Source: an optimization exercise on an open RTL-to-GDS flow (aim: small area, a short achievable clock period and few clock cycles per item). Production flows keep margins and buffers that such runs may drop.
RTL that was checked went through simulation tests only; none was proved equivalent to the original.
Power and IR drop assume default switching activity.

// lzss_enc_top
module lzss_enc_top (
    input               clk,
    input               rst_x,
    input               i_valid,
    output              ow_ready,
    input       [7:0]   i_data,
    input               i_last,
    output              o_valid,
    input               i_ready,
    output      [8:0]   o_code,
    output              o_last
);
Size: ~2700 cells after synthesis, about 810 flip-flops, ~25 I/O pins.
==> module lzss_enc_top, before the edit <==
module lzss_enc_top (
    input               clk,
    input               rst_x,
    input               i_valid,
    output              ow_ready,
    input       [7:0]   i_data,
    input               i_last,
    output              o_valid,
    input               i_ready,
    output      [8:0]   o_code,
    output              o_last
);
    integer             k;
    reg     [7:0]       r_win [1:64];    
    reg     [63:0]      r_s0, r_s1, r_s2;    
    reg     [6:0]       r_rv;            
    reg     [6:0]       r_lb;            
    reg     [6:0]       r_cnt;           
    reg     [2:0]       r_skip;          
    reg     [3:0]       r_ea;
    reg     [5:0]       r_ex2, r_ex3, r_ex4, r_ex5;
    reg                 r_m1, r_m2, r_m3, r_m4;
    reg                 r_l2;
    reg     [1:0]       r_l3, r_l4;      
    reg     [5:0]       r_x1, r_x2, r_x3, r_x4;  
    reg                 r_rdy;           
    reg                 r_sv;
    reg                 r_hv;
    reg     [9:0]       r_hd;
    reg     [9:0]       r_sd;
    wire                w_ended = ~r_rv[0] | r_lb[0];
    wire                w_adv   = r_rdy & (i_valid | (w_ended & (|r_rv)));
    assign  ow_ready    = r_rdy;
    assign  o_valid     = r_hv;
    assign  o_code      = r_hd[8:0];
    assign  o_last      = r_hd[9];
    reg     [63:0]      w_eq;
    always @(*) begin
        for (k = 0; k < 64; k = k + 1)
            w_eq[k] = (i_data == r_win[k+1]) && (r_cnt > k);
    end
    wire    [63:0]      t2 = r_s1 | r_s2;
    wire    [63:0]      t3 = r_s2;
    wire    [63:0]      t4 = r_s2 & ~r_s0;
    wire    [63:0]      t5 = r_s2 & ~r_s1;
    wire    [5:0]       w_x2, w_x3, w_x4, w_x5;
    wire                a2, a3, a4, a5;
    lzss_lowest #(.W(64), .N(6)) u_low2 (.i_v(t2), .o_any(a2), .o_idx(w_x2));
    lzss_lowest #(.W(64), .N(6)) u_low3 (.i_v(t3), .o_any(a3), .o_idx(w_x3));
    lzss_lowest #(.W(64), .N(6)) u_low4 (.i_v(t4), .o_any(a4), .o_idx(w_x4));
    lzss_lowest #(.W(64), .N(6)) u_low5 (.i_v(t5), .o_any(a5), .o_idx(w_x5));
    always @(posedge clk) begin
        if (w_adv) begin
            r_win[1]    <= i_data;
            for (k = 2; k <= 64; k = k + 1)
                r_win[k]    <= r_win[k-1];
            r_s0        <= w_eq & ~r_s2;
            r_s1        <= w_eq & r_s0;
            r_s2        <= w_eq & (r_s1 | (r_s2 & ~r_s0));
            r_lb        <= {r_lb[5:0], i_valid & i_last};
            r_ea        <= {a5, a4, a3, a2};
            r_ex2       <= w_x2;
            r_ex3       <= w_x3;
            r_ex4       <= w_x4;
            r_ex5       <= w_x5;
            r_m1        <= r_ea[0];
            r_x1        <= r_ex2;
            r_m2        <= r_ea[1] | r_m1;
            r_l2        <= r_ea[1];
            r_x2        <= r_ea[1] ? r_ex3 : r_x1;
            r_m3        <= r_ea[2] | r_m2;
            r_l3        <= r_ea[2] ? 2'd2 : {1'b0, r_l2};
            r_x3        <= r_ea[2] ? r_ex4 : r_x2;
            r_m4        <= r_ea[3] | r_m3;
            r_l4        <= r_ea[3] ? 2'd3 : r_l3;
            r_x4        <= r_ea[3] ? r_ex5 : r_x3;
        end
    end
    always @(posedge clk or negedge rst_x) begin
        if (!rst_x) begin
            r_rv    <= 7'd0;
            r_cnt   <= 7'd0;
        end
        else if (w_adv) begin
            r_rv    <= {r_rv[5:0], i_valid};
            if (i_valid) begin
                if (i_last)
                    r_cnt   <= 7'd0;
                else if (!r_cnt[6])
                    r_cnt   <= r_cnt + 7'd1;
            end
        end
    end
    wire                w_lst = r_lb[6] | (r_m4 & (r_lb[5] | ((r_l4 != 2'd0) & r_lb[4]) |
                                ((r_l4[1]) & r_lb[3]) | ((r_l4 == 2'd3) & r_lb[2])));
    wire    [9:0]       w_code = r_m4 ? {w_lst, 1'b1, ~r_x4, r_l4} : {w_lst, 1'b0, r_win[7]};
    wire                w_push = w_adv & r_rv[6] & (r_skip == 3'd0);
    wire                w_pop  = r_hv & i_ready;
    always @(posedge clk or negedge rst_x) begin
        if (!rst_x) begin
            r_skip  <= 3'd0;
        end
        else if (w_adv && r_rv[6]) begin
            if (r_skip != 3'd0)
                r_skip  <= r_skip - 3'd1;
            else if (r_m4)
                r_skip  <= {1'b0, r_l4} + 3'd1;
        end
    end
    wire                w_sv_next = r_sv ? ~w_pop : (w_push & r_hv & ~w_pop);
    always @(posedge clk) begin
        r_rdy   <= ~w_sv_next;
    end
    always @(posedge clk or negedge rst_x) begin
        if (!rst_x) begin
            r_hv    <= 1'b0;
            r_sv    <= 1'b0;
        end
        else begin
            r_sv    <= w_sv_next;
            if (w_push)
                r_hv    <= 1'b1;
            else if (w_pop && !r_sv)
                r_hv    <= 1'b0;
        end
    end
    always @(posedge clk) begin
        if (r_sv) begin
            if (w_pop)
                r_hd    <= r_sd;
        end
        else if (w_push) begin
            if (!r_hv || w_pop)
                r_hd    <= w_code;
            else
                r_sd    <= w_code;
        end
    end
endmodule
==> flow/config.mk <==
export PLATFORM = sky130hd
export DESIGN_NAME = lzss_enc_top
export DESIGN_NICKNAME = lzss_enc_top
export VERILOG_FILES = /design/flow/design.v
export SDC_FILE = /design/flow/constraint.sdc
export NUM_CORES = 4
export LEC_CHECK = 0
export CAP_MARGIN = 20
export CORE_MARGIN = 2
export CORE_UTILIZATION = 70
export CTS_BUF_LIST = sky130_fd_sc_hd__clkbuf_4 sky130_fd_sc_hd__clkbuf_8
export CTS_CLUSTER_DIAMETER = 60
export CTS_CLUSTER_SIZE = 12
export PLACE_DENSITY = 0.8
export SETUP_SLACK_MARGIN = 3.5
export SLEW_MARGIN = 20
==> flow/constraint.sdc <==
create_clock -name core_clock -period 6.0 [get_ports {clk}]
set_input_delay 1.2000 -clock core_clock [delete_from_list [all_inputs] [get_ports {clk}]]
set_output_delay 1.2000 -clock core_clock [all_outputs]
set_load 0.01 [all_outputs]
run.sh (not shown) runs the stock make flow with config.mk's settings and CLKGATE_MAP_FILE= SYNTH_SCRIPT=/design/flow/synth_recipe.tcl, a recipe that flattens the netlist after the stock synthesis.
Then changed:
--- a/flow/design.v
+++ b/flow/design.v
@@ -8,39 +8,56 @@
     output              o_valid,
     input               i_ready,
     output      [8:0]   o_code,
     output              o_last
 );
     integer             k;
+    reg                 r_rdy;           
+    reg                 r_iv;
+    reg     [7:0]       r_ib;
+    reg                 r_il;
     reg     [7:0]       r_win [1:64];    
     reg     [63:0]      r_s0, r_s1, r_s2;    
     reg     [6:0]       r_rv;            
     reg     [6:0]       r_lb;            
     reg     [6:0]       r_cnt;           
     reg     [2:0]       r_skip;          
     reg     [3:0]       r_ea;
     reg     [5:0]       r_ex2, r_ex3, r_ex4, r_ex5;
     reg                 r_m1, r_m2, r_m3, r_m4;
     reg                 r_l2;
     reg     [1:0]       r_l3, r_l4;      
     reg     [5:0]       r_x1, r_x2, r_x3, r_x4;  
-    reg                 r_rdy;           
     reg                 r_sv;
     reg                 r_hv;
     reg     [9:0]       r_hd;
     reg     [9:0]       r_sd;
     wire                w_ended = ~r_rv[0] | r_lb[0];
-    wire                w_adv   = r_rdy & (i_valid | (w_ended & (|r_rv)));
+    wire                w_adv   = ~r_sv & (r_iv | (w_ended & (|r_rv)));
     assign  ow_ready    = r_rdy;
     assign  o_valid     = r_hv;
     assign  o_code      = r_hd[8:0];
     assign  o_last      = r_hd[9];
+    always @(posedge clk or negedge rst_x) begin
+        if (!rst_x) begin
+            r_iv    <= 1'b0;
+        end
+        else if (r_rdy) begin
+            r_iv    <= i_valid;
+        end
+    end
+    always @(posedge clk) begin
+        if (r_rdy) begin
+            r_ib    <= i_data;
+            r_il    <= i_last;
+        end
+    end
     reg     [63:0]      w_eq;
     always @(*) begin
         for (k = 0; k < 64; k = k + 1)
-            w_eq[k] = (i_data == r_win[k+1]) && (r_cnt > k);
+            w_eq[k] = (r_ib == r_win[k+1]) && (r_cnt > k);
     end
     wire    [63:0]      t2 = r_s1 | r_s2;
     wire    [63:0]      t3 = r_s2;
     wire    [63:0]      t4 = r_s2 & ~r_s0;
     wire    [63:0]      t5 = r_s2 & ~r_s1;
     wire    [5:0]       w_x2, w_x3, w_x4, w_x5;
@@ -48,19 +65,19 @@
     lzss_lowest #(.W(64), .N(6)) u_low2 (.i_v(t2), .o_any(a2), .o_idx(w_x2));
     lzss_lowest #(.W(64), .N(6)) u_low3 (.i_v(t3), .o_any(a3), .o_idx(w_x3));
     lzss_lowest #(.W(64), .N(6)) u_low4 (.i_v(t4), .o_any(a4), .o_idx(w_x4));
     lzss_lowest #(.W(64), .N(6)) u_low5 (.i_v(t5), .o_any(a5), .o_idx(w_x5));
     always @(posedge clk) begin
         if (w_adv) begin
-            r_win[1]    <= i_data;
+            r_win[1]    <= r_ib;
             for (k = 2; k <= 64; k = k + 1)
                 r_win[k]    <= r_win[k-1];
             r_s0        <= w_eq & ~r_s2;
             r_s1        <= w_eq & r_s0;
             r_s2        <= w_eq & (r_s1 | (r_s2 & ~r_s0));
-            r_lb        <= {r_lb[5:0], i_valid & i_last};
+            r_lb        <= {r_lb[5:0], r_iv & r_il};
             r_ea        <= {a5, a4, a3, a2};
             r_ex2       <= w_x2;
             r_ex3       <= w_x3;
             r_ex4       <= w_x4;
             r_ex5       <= w_x5;
             r_m1        <= r_ea[0];
@@ -79,15 +96,15 @@
     always @(posedge clk or negedge rst_x) begin
         if (!rst_x) begin
             r_rv    <= 7'd0;
             r_cnt   <= 7'd0;
         end
         else if (w_adv) begin
-            r_rv    <= {r_rv[5:0], i_valid};
-            if (i_valid) begin
-                if (i_last)
+            r_rv    <= {r_rv[5:0], r_iv};
+            if (r_iv) begin
+                if (r_il)
                     r_cnt   <= 7'd0;
                 else if (!r_cnt[6])
                     r_cnt   <= r_cnt + 7'd1;
             end
         end
     end
Effect:
- The changed run went through all stages and came out clean
- core utilization fell by 1.9 points
- register-to-register slack improved by 0.14 ns
- final cell count goes down by about 1.5%
- power climbs by 7.4%
- non-clock buffer count fell by 102
- via count shrinks by 3.8%
- setup slack gets better by 0.14 ns
- global-route usage is lower by 2.3 points
- clock skew climbs by 0.0087 ns
- sequential power grows by about 10%
Testbench counts after the change, summed over its fixed seeds: cycles 85,802, items 84,290.
For the first run of this note, only the layout was checked, not whether the RTL still works.

## afterwards: timing with drivers on the ports
The results above use ideal ports. As a check the final layouts listed here were re-extracted and re-timed, cells and wires unchanged.
Step 1: set_driving_cell puts a clkbuf_16 on clk and a buf_2 on each other input, an assumption about the parent block.
Step 2 also shifts input and output timing later by t, the mid clock arrival at the registers, as if the neighbouring blocks saw the same clock.
Three values: no drivers, after step 1, after step 2; two values: the first two.
run	t, ns	setup WS [ns]	hold WS [ns]	worst setup path at the end	latest minus earliest clock arrival (ns)
the first run	0.748	3.344 / 3.344 / 2.811	0.422 / 0.422 / 0.422	input to register	0.043 / 0.043
the second run	0.746	3.480 / 3.468 / 3.364	0.431 / 0.431 / 0.431	input to register	0.045 / 0.044
After both steps every run listed still meets setup and hold. The setup slack of the first run, which loses most, moves by 0.000 ns with the drivers and by -0.533 ns with both steps.
